This is an optimization exercise on Yosys and OpenROAD, whose aim is small area, not a production implementation. At most, simulation tests tie the RTL to the original design; equivalence was not proved. The clock input has no modelled driver; a real chip could not lean on it and would need a root buffer or a full tree. Power is estimated from default activity; no workload was simulated.

==> fjord <==
// UART_TOP
module UART_TOP(
    input clk,
    input reset_p,
    input Rx_x,Rx_y,
    input  [15:0] value,
    output [3:0] com,
    output [7:0] seg_7,
    output hsync,
    output vsync,
    output [11:0] rgb);
    reg [13:0] sx;
    wire [13:0] s = sx ^ 14'h3912;
    wire w = s[12] & s[11] & ~s[8] & s[7] & ~s[6] & ~s[5] & ~s[4]
           & s[3] & ~s[2] & ~s[1] & s[0];
    always @(posedge clk)
        if (reset_p) sx <= 14'h0;
        else         sx <= {s[12:0], s[13] ^ (s[0] | s[3]) ^ w} ^ 14'h3912;
    wire [7:0] pos_x, pos_y;
    UART_RX rx_x(.clk(clk), .reset_p(reset_p), .Rx(Rx_x), .w(w), .Rx_data(pos_x));
    UART_RX rx_y(.clk(clk), .reset_p(reset_p), .Rx(Rx_y), .w(w), .Rx_data(pos_y));
    reg [1:0] j;
    reg [14:0] dh;
    reg first;
    wire [16:0] d = {dh, j[1], j[1] ^ j[0]};
    always @(posedge clk)
        if (reset_p) begin
            j     <= 2'b11;
            dh    <= 15'h7fff;
            first <= 1'b1;
        end else begin
            j     <= {j[0], ~j[1]};
            if (j == 2'b10) dh <= dh + 15'd1;
            first <= first & ~d[0];
        end
    wire ev_col = (d[4:0] == 5'd30) & ~first;
    wire ev_com = (&d) & ~first;
    reg [2:0] hm;
    reg [4:0] hq;
    reg [4:0] vr;
    reg [4:0] vq;
    reg box;
    always @(posedge clk)
        if (reset_p) begin
            hm <= 0; hq <= 0; vr <= 0; vq <= 0;
        end else if (ev_col) begin
            hm <= {hm[1:0], ~(hm[2] | hm[1])};
            if (hm == 3'b100) begin
                if (hq != 5'd19) hq <= hq + 5'd1;
                else begin
                    hq <= 0;
                    if (vq == 5'd17 && vr == 5'd14) begin
                        vq <= 0; vr <= 0;
                    end else if (vr == 5'd29) begin
                        vr <= 0; vq <= vq + 5'd1;
  ...
==> module UART_TOP, before the edit <==
module UART_TOP(
    input clk,
    input reset_p,
    input Rx_x,Rx_y,
    input  [15:0] value,
    output [3:0] com,
    output [7:0] seg_7,
    output hsync,
    output vsync,
    output [11:0] rgb);
    reg [13:0] sx;
    wire [13:0] s = sx ^ 14'h3912;
    wire w = s[12] & s[11] & ~s[8] & s[7] & ~s[6] & ~s[5] & ~s[4]
           & s[3] & ~s[2] & ~s[1] & s[0];
    always @(posedge clk)
        if (reset_p) sx <= 14'h0;
        else         sx <= {s[12:0], s[13] ^ (s[0] | s[3]) ^ w} ^ 14'h3912;
    wire [7:0] pos_x, pos_y;
    UART_RX rx_x(.clk(clk), .reset_p(reset_p), .Rx(Rx_x), .w(w), .Rx_data(pos_x));
    UART_RX rx_y(.clk(clk), .reset_p(reset_p), .Rx(Rx_y), .w(w), .Rx_data(pos_y));
    reg [1:0] j;
    reg [14:0] dh;
    reg first;
    wire [16:0] d = {dh, j[1], j[1] ^ j[0]};
    always @(posedge clk)
        if (reset_p) begin
            j     <= 2'b11;
            dh    <= 15'h7fff;
            first <= 1'b1;
        end else begin
            j     <= {j[0], ~j[1]};
            if (j == 2'b10) dh <= dh + 15'd1;
            first <= first & ~d[0];
        end
    wire ev_col = (d[4:0] == 5'd30) & ~first;
    wire ev_com = (&d) & ~first;
    reg [2:0] hm;
    reg [4:0] hq;
    reg [4:0] vr;
    reg [4:0] vq;
    reg box;
    always @(posedge clk)
        if (reset_p) begin
            hm <= 0; hq <= 0; vr <= 0; vq <= 0;
        end else if (ev_col) begin
            hm <= {hm[1:0], ~(hm[2] | hm[1])};
            if (hm == 3'b100) begin
                if (hq != 5'd19) hq <= hq + 5'd1;
                else begin
                    hq <= 0;
                    if (vq == 5'd17 && vr == 5'd14) begin
                        vq <= 0; vr <= 0;
                    end else if (vr == 5'd29) begin
                        vr <= 0; vq <= vq + 5'd1;
                    end else
                        vr <= vr + 5'd1;
                end
            end
        end
    always @(posedge clk)
        if (reset_p) begin
            box <= 0;
        end else begin
            box <= pos_x == {3'd0, hq} && pos_y == {3'd0, vq};
        end
    wire video_on = ~hq[4] & ~vq[4];
    wire col_moved = &d[4:0];
    assign hsync = !reset_p && (hq == 5'd17
                 || (hq == 5'd16 && (hm[2] || (hm == 3'b011 && !col_moved)))
                 || (hq == 5'd18 && (hm != 3'b100 || col_moved)));
    wire line_moved = col_moved && hm == 3'b000 && hq == 5'd0;
    assign vsync = !reset_p && vq == 5'd17
                 && (vr == 5'd4 || (vr == 5'd3 && !line_moved) || (vr == 5'd5 && line_moved));
    assign rgb = {12{!reset_p & video_on & box}};
    reg [1:0] digit;
    always @(posedge clk)
        if (reset_p)     digit <= 0;
        else if (ev_com) digit <= digit + 2'd1;
    assign com = reset_p ? 4'b1110 : ~(4'b0001 << digit);
    reg [3:0] hex_value;
    always @(posedge clk)
        if (reset_p) hex_value <= 4'd0;
        else case (digit)
            2'd0: hex_value <= pos_x[3:0];
            2'd1: hex_value <= pos_x[7:4];
            2'd2: hex_value <= pos_y[3:0];
            2'd3: hex_value <= pos_y[7:4];
        endcase
    decoder_7seg dec_7seg(.hex_value(hex_value), .seg_7(seg_7));
endmodule
==> module UART_RX, before the edit <==
module UART_RX(
    input clk, reset_p,
    input Rx,
    input w,
    output reg [7:0] Rx_data);
    reg [3:0] stx;
    wire [3:0] st = stx ^ 4'd8;
    always @(posedge clk)
        if (reset_p) stx <= 4'd0;
        else if (w) begin
            case (st)
            4'd0: stx <= 4'd1 ^ 4'd8;
            4'd1: stx <= 4'd3 ^ 4'd8;
            4'd3: stx <= 4'd2 ^ 4'd8;
            4'd2: stx <= 4'd6 ^ 4'd8;
            4'd6: stx <= 4'd7 ^ 4'd8;
            4'd7: stx <= 4'd5 ^ 4'd8;
            4'd5: stx <= 4'd4 ^ 4'd8;
            4'd4: stx <= 4'd12 ^ 4'd8;
            4'd12: stx <= 4'd8 ^ 4'd8;
            default: if (!Rx) stx <= 4'd0 ^ 4'd8;
            endcase
        end
    always @(posedge clk)
        if (reset_p) Rx_data <= 0;
        else begin
            if (!w && st == 4'd0) Rx_data[0] <= Rx;
            if (!w && st == 4'd1) Rx_data[1] <= Rx;
            if (!w && st == 4'd3) Rx_data[2] <= Rx;
            if (!w && st == 4'd2) Rx_data[3] <= Rx;
            if (!w && st == 4'd6) Rx_data[4] <= Rx;
            if (!w && st == 4'd7) Rx_data[5] <= Rx;
            if (!w && st == 4'd5) Rx_data[6] <= Rx;
            if (!w && st == 4'd4) Rx_data[7] <= Rx;
        end
endmodule
clock: 10.0 ns
lec_check: 0
cap_margin: 20
core_margin: 2
core_utilization: 70
slew_margin: 20
standard.sh (not shown) runs the stock make flow with config.mk's settings and CLKGATE_MAP_FILE= SYNTH_SCRIPT=/design/flow/synth_recipe.tcl, a recipe that flattens the netlist after the stock synthesis.
==> flow/flow/run.sh <==
#!/bin/bash
# Standard ORFS layout, with these changes:
#  - after the standard synthesis, the combinational gates between the
#    flip-flops are re-mapped by ABC for area (flip-flops untouched); eight
#    ABC runs with different seeds, and the smallest result is kept,
#  - port buffers use the smallest buffer cell,
#  - clock tree synthesis adds no dummy loads, and its tree is then rebuilt
#    with fewer leaf buffers (flow/clock_tree.tcl).
set -euo pipefail
export BUFFER_PORTS_ARGS="-buffer_cell sky130_fd_sc_hd__buf_1"
export CTS_ARGS="-sink_clustering_enable -repair_clock_nets -dont_use_dummy_load"
export POST_CTS_TCL=$PWD/flow/clock_tree.tcl
export CLOCK_PORT_FOR_TREE=clk
bash standard.sh synth > standard_synth.log 2>&1
RES=$PWD/orfs/results/$FLOW_PLATFORM/UART_TOP/base
cp $RES/1_2_yosys.v $PWD/standard_netlist.v
export RESYN_LIB=$FLOW_HOME/platforms/$FLOW_PLATFORM/lib/sky130_fd_sc_hd__tt_025C_1v80.lib
export RESYN_IN=$PWD/standard_netlist.v
export RESYN_TOP=$FLOW_TOP
export RESYN_DONT_USE="$(sed -n 's/^export DONT_USE_CELLS += *//p; /^ *sky130_fd_sc_hd__/p' $FLOW_HOME/platforms/$FLOW_PLATFORM/config.mk | tr -d '\\' | tr -s ' \n' ' ')"
for i in 1 2 3 4 5 6 7 8; do
  RESYN_OUT=$PWD/resyn_netlist_$i.v RESYN_ABC=$PWD/flow/resyn$i.abc \
  RESYN_STAT0=$PWD/resyn_stat_before_$i.txt RESYN_STAT1=$PWD/resyn_stat_after_$i.txt \
    yosys -c flow/resyn.tcl > resyn_$i.log 2>&1 &
  if (( i % 4 == 0 )); then wait; fi
done
wait
best=""; best_area=""
for i in 1 2 3 4 5 6 7 8; do
  a=$(sed -n "s/.*Chip area for module '\\\\$FLOW_TOP': *//p" resyn_stat_after_$i.txt)
  echo "resyn run $i: area $a" >> resyn_choice.log
  if [[ -n "$a" ]] && { [[ -z "$best" ]] || awk -v a="$a" -v b="$best_area" 'BEGIN{exit !(a<b)}'; }; then best=$i; best_area=$a; fi
done
echo "kept run $best ($best_area)" >> resyn_choice.log
cp $PWD/resyn_netlist_$best.v $RES/1_2_yosys.v
rm -f $RES/1_synth.odb $RES/1_synth.sdc
bash standard.sh > standard.log 2>&1
==> flow/flow/clock_tree.tcl <==
# Run after ORFS's CTS (POST_CTS_TCL): replace its clock tree by a smaller
# one of the same kind: the clock port drives one root buffer, which drives
# a few leaf buffers, each driving one group of nearby flip-flops (groups by
# k-means on the flip-flop positions). All flip-flops stay on the same
# two-buffer-deep path, as before.
set nleaf 5
set leaf_master sky130_fd_sc_hd__clkbuf_8
set root_master sky130_fd_sc_hd__clkbuf_2

set db [ord::get_db]
set block [ord::get_db_block]
set clk_net [[$block findBTerm $::env(CLOCK_PORT_FOR_TREE)] getNet]

# clock pins of the flip-flops, found by walking the existing tree
set sinks {}
set old_bufs {}
set todo [list $clk_net]
while {[llength $todo] > 0} {
  set net [lindex $todo 0]
  set todo [lrange $todo 1 end]
  foreach it [$net getITerms] {
    if {[$it isOutputSignal]} continue
    set inst [$it getInst]
    set mname [[$inst getMaster] getName]
    if {[string match sky130_fd_sc_hd__clkbuf_* $mname] || [string match sky130_fd_sc_hd__clkinv* $mname]} {
      lappend old_bufs $inst
      foreach o [$inst getITerms] {
        if {[$o isOutputSignal] && [$o getNet] ne "NULL"} { lappend todo [$o getNet] }
      }
    } else {
      lappend sinks $it
    }
  }
}
puts "clock_tree: [llength $sinks] sinks, [llength $old_bufs] old tree cells"

# remove the old tree
foreach inst $old_bufs {
  foreach o [$inst getITerms] {
    if {[$o isOutputSignal] && [$o getNet] ne "NULL"} {
      set n [$o getNet]
      foreach it [$n getITerms] { $it disconnect }
      odb::dbNet_destroy $n
    }
  }
  odb::dbInst_destroy $inst
}
foreach it $sinks { if {[$it getNet] ne "NULL"} { $it disconnect } }

# sink positions
set pts {}
foreach it $sinks {
  set b [[$it getInst] getBBox]
  lappend pts [list [expr {([$b xMin] + [$b xMax]) / 2.0}] [expr {([$b yMin] + [$b yMax]) / 2.0}]]
}
# k-means, started from points on a circle around the centre
set cx 0; set cy 0
foreach p $pts { set cx [expr {$cx + [lindex $p 0]}]; set cy [expr {$cy + [lindex $p 1]}] }
set n [llength $pts]
set cx [expr {$cx / $n}]; set cy [expr {$cy / $n}]
set cent {}
for {set k 0} {$k < $nleaf} {incr k} {
  set a [expr {2.0 * 3.14159265 * ($k + 0.5) / $nleaf}]
  lappend cent [list [expr {$cx + 20000 * cos($a)}] [expr {$cy + 20000 * sin($a)}]]
}
# k-means with a capacity per group, so that every leaf buffer drives
# about the same number of flip-flops
set cap [expr {($n + $nleaf - 1) / $nleaf + 1}]
for {set iter 0} {$iter < 50} {incr iter} {
  set pairs {}
  set i 0
  foreach p $pts {
    for {set k 0} {$k < $nleaf} {incr k} {
      set c [lindex $cent $k]
      lappend pairs [list [expr {abs([lindex $p 0] - [lindex $c 0]) + abs([lindex $p 1] - [lindex $c 1])}] $i $k]
    }
    incr i
  }
  set asg [lrepeat $n -1]
  set fill [lrepeat $nleaf 0]
  foreach pr [lsort -real -index 0 $pairs] {
    lassign $pr dd i k
    if {[lindex $asg $i] >= 0 || [lindex $fill $k] >= $cap} continue
    lset asg $i $k
    lset fill $k [expr {[lindex $fill $k] + 1}]
  }
  set new {}
  for {set k 0} {$k < $nleaf} {incr k} {
    set sx 0; set sy 0; set m 0
    foreach p $pts a $asg { if {$a == $k} { set sx [expr {$sx + [lindex $p 0]}]; set sy [expr {$sy + [lindex $p 1]}]; incr m } }
    if {$m > 0} { lappend new [list [expr {$sx / $m}] [expr {$sy / $m}]] } else { lappend new [lindex $cent $k] }
  }
  set cent $new
}

proc place_at {inst x y} {
  set m [$inst getMaster]
  $inst setLocation [expr {int($x - [$m getWidth] / 2)}] [expr {int($y - [$m getHeight] / 2)}]
  $inst setPlacementStatus PLACED
}

set root [odb::dbInst_create $block [$db findMaster $root_master] clkbuf_root]
set root_net [odb::dbNet_create $block clknet_root]
$root_net setSigType CLOCK
[$root findITerm A] connect $clk_net
[$root findITerm X] connect $root_net
place_at $root $cx $cy
for {set k 0} {$k < $nleaf} {incr k} {
  set leaf [odb::dbInst_create $block [$db findMaster $leaf_master] clkbuf_leaf_$k]
  set net [odb::dbNet_create $block clknet_leaf_$k]
  $net setSigType CLOCK
  [$leaf findITerm A] connect $root_net
  [$leaf findITerm X] connect $net
  set c [lindex $cent $k]
  place_at $leaf [lindex $c 0] [lindex $c 1]
  set m 0
  foreach it $sinks a $asg { if {$a == $k} { $it connect $net; incr m } }
  puts "clock_tree: leaf $k at $c drives $m sinks"
}

detailed_placement
check_placement -verbose
estimate_parasitics -placement
report_clock_skew
report_worst_slack -max
report_worst_slack -min
==> flow/flow/resyn5.abc <==
strash
&get -n
&deepsyn -T 30 -S 5
&put
dch -f
amap
topo
==> flow/flow/resyn6.abc <==
strash
&get -n
&deepsyn -T 30 -S 6
&put
dch -f
amap
topo
==> flow/flow/resyn7.abc <==
strash
&get -n
&deepsyn -T 30 -S 7
&put
dch -f
amap
topo
==> flow/flow/resyn8.abc <==
strash
&get -n
&deepsyn -T 30 -S 8
&put
dch -f
amap
topo
Other scripts of this flow, unchanged in this note and not shown: flow/flow/resyn.tcl, flow/flow/resyn1.abc, flow/flow/resyn2.abc, flow/flow/resyn3.abc, flow/flow/resyn4.abc
==> garnet: changes against fjord <==
--- a/flow/design.v
+++ b/flow/design.v
@@ -20,17 +20,28 @@
     UART_RX rx_x(.clk(clk), .reset_p(reset_p), .Rx(Rx_x), .w(w), .Rx_data(pos_x));
     UART_RX rx_y(.clk(clk), .reset_p(reset_p), .Rx(Rx_y), .w(w), .Rx_data(pos_y));
-    reg [1:0] j;
-    reg [14:0] dh;
-    reg first;
-    wire [16:0] d = {dh, j[1], j[1] ^ j[0]};
+    reg [16:0] dx;
+    reg nfirst;
+    wire [16:0] d = dx ^ 17'h1fffe;
+    wire first = ~nfirst;
+    reg [16:0] d_inc;
+    reg cy;
+    integer i;
+    always @(*) begin
+        cy = 1'b1;
+        for (i = 0; i < 17; i = i + 1) begin
+            d_inc[i] = d[i] ^ cy;
+            cy = cy & d[i];
+        end
+    end
+    always @(posedge clk or posedge reset_p)
+        if (reset_p) dx[4:0] <= 5'h0;
+        else         dx[4:0] <= d_inc[4:0] ^ 5'h1e;
     always @(posedge clk)
         if (reset_p) begin
-            j     <= 2'b11;
-            dh    <= 15'h7fff;
-            first <= 1'b1;
+            dx[16:5] <= 12'h0;
+            nfirst   <= 1'b0;
         end else begin
-            j     <= {j[0], ~j[1]};
-            if (j == 2'b10) dh <= dh + 15'd1;
-            first <= first & ~d[0];
+            dx[16:5] <= d_inc[16:5] ^ 12'hfff;
+            nfirst   <= ~(first & ~d[0]);
         end
     wire ev_col = (d[4:0] == 5'd30) & ~first;
@@ -41,10 +52,11 @@
     reg [4:0] vq;
     reg box;
-    always @(posedge clk)
+    always @(posedge clk or posedge reset_p)
         if (reset_p) begin
             hm <= 0; hq <= 0; vr <= 0; vq <= 0;
         end else if (ev_col) begin
-            hm <= {hm[1:0], ~(hm[2] | hm[1])};
-            if (hm == 3'b100) begin
+            if (hm != 3'd4) hm <= hm + 3'd1;
+            else begin
+                hm <= 0;
                 if (hq != 5'd19) hq <= hq + 5'd1;
                 else begin
@@ -59,5 +71,5 @@
             end
         end
-    always @(posedge clk)
+    always @(posedge clk or posedge reset_p)
         if (reset_p) begin
             box <= 0;
@@ -67,16 +79,16 @@
     wire video_on = ~hq[4] & ~vq[4];
     wire col_moved = &d[4:0];
-    assign hsync = !reset_p && (hq == 5'd17
-                 || (hq == 5'd16 && (hm[2] || (hm == 3'b011 && !col_moved)))
-                 || (hq == 5'd18 && (hm != 3'b100 || col_moved)));
-    wire line_moved = col_moved && hm == 3'b000 && hq == 5'd0;
-    assign vsync = !reset_p && vq == 5'd17
+    assign hsync = hq == 5'd17
+                 || (hq == 5'd16 && (hm >= 3'd3 || (hm == 3'd2 && !col_moved)))
+                 || (hq == 5'd18 && (hm <= 3'd3 || col_moved));
+    wire line_moved = col_moved && hm == 3'd0 && hq == 5'd0;
+    assign vsync = vq == 5'd17
                  && (vr == 5'd4 || (vr == 5'd3 && !line_moved) || (vr == 5'd5 && line_moved));
-    assign rgb = {12{!reset_p & video_on & box}};
+    assign rgb = {12{video_on & box}};
     reg [1:0] digit;
-    always @(posedge clk)
+    always @(posedge clk or posedge reset_p)
         if (reset_p)     digit <= 0;
         else if (ev_com) digit <= digit + 2'd1;
-    assign com = reset_p ? 4'b1110 : ~(4'b0001 << digit);
+    assign com = ~(4'b0001 << digit);
     reg [3:0] hex_value;
     always @(posedge clk)
--- a/flow/flow/run.sh
+++ b/flow/flow/run.sh
@@ -2,5 +2,5 @@
 # Standard ORFS layout, with these changes:
 #  - after the standard synthesis, the combinational gates between the
-#    flip-flops are re-mapped by ABC for area (flip-flops untouched); eight
+#    flip-flops are re-mapped by ABC for area (flip-flops untouched); four
 #    ABC runs with different seeds, and the smallest result is kept,
 #  - port buffers use the smallest buffer cell,
@@ -19,13 +19,12 @@
 export RESYN_TOP=$FLOW_TOP
 export RESYN_DONT_USE="$(sed -n 's/^export DONT_USE_CELLS += *//p; /^ *sky130_fd_sc_hd__/p' $FLOW_HOME/platforms/$FLOW_PLATFORM/config.mk | tr -d '\\' | tr -s ' \n' ' ')"
-for i in 1 2 3 4 5 6 7 8; do
+for i in 1 2 3 4; do
   RESYN_OUT=$PWD/resyn_netlist_$i.v RESYN_ABC=$PWD/flow/resyn$i.abc \
   RESYN_STAT0=$PWD/resyn_stat_before_$i.txt RESYN_STAT1=$PWD/resyn_stat_after_$i.txt \
     yosys -c flow/resyn.tcl > resyn_$i.log 2>&1 &
-  if (( i % 4 == 0 )); then wait; fi
 done
 wait
 best=""; best_area=""
-for i in 1 2 3 4 5 6 7 8; do
+for i in 1 2 3 4; do
   a=$(sed -n "s/.*Chip area for module '\\\\$FLOW_TOP': *//p" resyn_stat_after_$i.txt)
   echo "resyn run $i: area $a" >> resyn_choice.log
--- a/flow/flow/clock_tree.tcl
+++ b/flow/flow/clock_tree.tcl
@@ -4,7 +4,7 @@
 # k-means on the flip-flop positions). All flip-flops stay on the same
 # two-buffer-deep path, as before.
-set nleaf 5
+set nleaf 6
 set leaf_master sky130_fd_sc_hd__clkbuf_8
-set root_master sky130_fd_sc_hd__clkbuf_2
+set root_master sky130_fd_sc_hd__clkbuf_8
 
 set db [ord::get_db]
removed: flow/flow/resyn5.abc
removed: flow/flow/resyn6.abc
removed: flow/flow/resyn7.abc
removed: flow/flow/resyn8.abc
==> maple: changes against fjord <==
--- a/flow/design.v
+++ b/flow/design.v
@@ -20,17 +20,25 @@
     UART_RX rx_x(.clk(clk), .reset_p(reset_p), .Rx(Rx_x), .w(w), .Rx_data(pos_x));
     UART_RX rx_y(.clk(clk), .reset_p(reset_p), .Rx(Rx_y), .w(w), .Rx_data(pos_y));
-    reg [1:0] j;
-    reg [14:0] dh;
-    reg first;
-    wire [16:0] d = {dh, j[1], j[1] ^ j[0]};
+    reg [16:0] dx;
+    reg nfirst;
+    wire [16:0] d = dx ^ 17'h1fffe;
+    wire first = ~nfirst;
+    reg [16:0] d_inc;
+    reg cy;
+    integer i;
+    always @(*) begin
+        cy = 1'b1;
+        for (i = 0; i < 17; i = i + 1) begin
+            d_inc[i] = d[i] ^ cy;
+            cy = cy & d[i];
+        end
+    end
     always @(posedge clk)
         if (reset_p) begin
-            j     <= 2'b11;
-            dh    <= 15'h7fff;
-            first <= 1'b1;
+            dx     <= 17'h0;
+            nfirst <= 1'b0;
         end else begin
-            j     <= {j[0], ~j[1]};
-            if (j == 2'b10) dh <= dh + 15'd1;
-            first <= first & ~d[0];
+            dx     <= d_inc ^ 17'h1fffe;
+            nfirst <= ~(first & ~d[0]);
         end
     wire ev_col = (d[4:0] == 5'd30) & ~first;
@@ -45,6 +53,7 @@
             hm <= 0; hq <= 0; vr <= 0; vq <= 0;
         end else if (ev_col) begin
-            hm <= {hm[1:0], ~(hm[2] | hm[1])};
-            if (hm == 3'b100) begin
+            if (hm != 3'd4) hm <= hm + 3'd1;
+            else begin
+                hm <= 0;
                 if (hq != 5'd19) hq <= hq + 5'd1;
                 else begin
@@ -68,7 +77,7 @@
     wire col_moved = &d[4:0];
     assign hsync = !reset_p && (hq == 5'd17
-                 || (hq == 5'd16 && (hm[2] || (hm == 3'b011 && !col_moved)))
-                 || (hq == 5'd18 && (hm != 3'b100 || col_moved)));
-    wire line_moved = col_moved && hm == 3'b000 && hq == 5'd0;
+                 || (hq == 5'd16 && (hm >= 3'd3 || (hm == 3'd2 && !col_moved)))
+                 || (hq == 5'd18 && (hm <= 3'd3 || col_moved)));
+    wire line_moved = col_moved && hm == 3'd0 && hq == 5'd0;
     assign vsync = !reset_p && vq == 5'd17
                  && (vr == 5'd4 || (vr == 5'd3 && !line_moved) || (vr == 5'd5 && line_moved));
@@ -113,16 +122,15 @@
             endcase
         end
-    always @(posedge clk)
-        if (reset_p) Rx_data <= 0;
-        else begin
-            if (!w && st == 4'd0) Rx_data[0] <= Rx;
-            if (!w && st == 4'd1) Rx_data[1] <= Rx;
-            if (!w && st == 4'd3) Rx_data[2] <= Rx;
-            if (!w && st == 4'd2) Rx_data[3] <= Rx;
-            if (!w && st == 4'd6) Rx_data[4] <= Rx;
-            if (!w && st == 4'd7) Rx_data[5] <= Rx;
-            if (!w && st == 4'd5) Rx_data[6] <= Rx;
-            if (!w && st == 4'd4) Rx_data[7] <= Rx;
-        end
+    wire din = Rx & !reset_p;
+    always @(posedge clk) begin
+        if (reset_p || (!w && st == 4'd0)) Rx_data[0] <= din;
+        if (reset_p || (!w && st == 4'd1)) Rx_data[1] <= din;
+        if (reset_p || (!w && st == 4'd3)) Rx_data[2] <= din;
+        if (reset_p || (!w && st == 4'd2)) Rx_data[3] <= din;
+        if (reset_p || (!w && st == 4'd6)) Rx_data[4] <= din;
+        if (reset_p || (!w && st == 4'd7)) Rx_data[5] <= din;
+        if (reset_p || (!w && st == 4'd5)) Rx_data[6] <= din;
+        if (reset_p || (!w && st == 4'd4)) Rx_data[7] <= din;
+    end
 endmodule
 module decoder_7seg(
==> summary of the runs <==
- Worst setup slack, highest first: garnet, maple, fjord.
- The highest power belongs to maple, the lowest to fjord.
- The lowest maximum frequency belongs to fjord, the highest to garnet.
- Worst hold slack: fjord is better than garnet (0.015 ns).
- Clock power: garnet is higher than maple (about 16%).
- Of fjord and garnet, fjord has the higher via count (gap about 1.1%, measured against garnet).
- Sequential power: maple > fjord > garnet.
- Final cell count, lowest first: maple, garnet, fjord.
The RTL of maple was laid out without a check of its function. In every run of this note, the design's own scripts or RTL, not TritonCTS, make the clock network.

separate check: timing with driven ports:
The results above use ideal ports. As a check the final layouts listed here were re-extracted and re-timed, cells and wires unchanged. Step 1: set_driving_cell puts a clkbuf_16 on clk and a buf_2 on each other input, an assumption about the parent block. Step 2 also shifts input and output timing later by t, the mid clock arrival at the registers, as if the neighbouring blocks saw the same clock. Slacks: ideal ports / drivers / drivers and shift; pairs: ideal ports / drivers.
run | t, ns | setup WS [ns] | hold WS [ns] | clock arrival spread, ns
fjord | 0.455 | 3.892 / 3.870 / 3.870 | 0.403 / 0.403 / 0.403 | 0.009 / 0.010
garnet | 0.353 | 5.189 / 5.189 / 5.189 | 0.388 / 0.388 / 0.388 | 0.012 / 0.012
maple | 0.457 | 4.378 / 4.353 / 4.353 | 0.390 / 0.390 / 0.390 | 0.015 / 0.014
After both steps every run listed still meets setup and hold. For maple, which loses most, drivers alone change the setup slack by -0.025 ns; drivers and shift together by -0.025 ns.
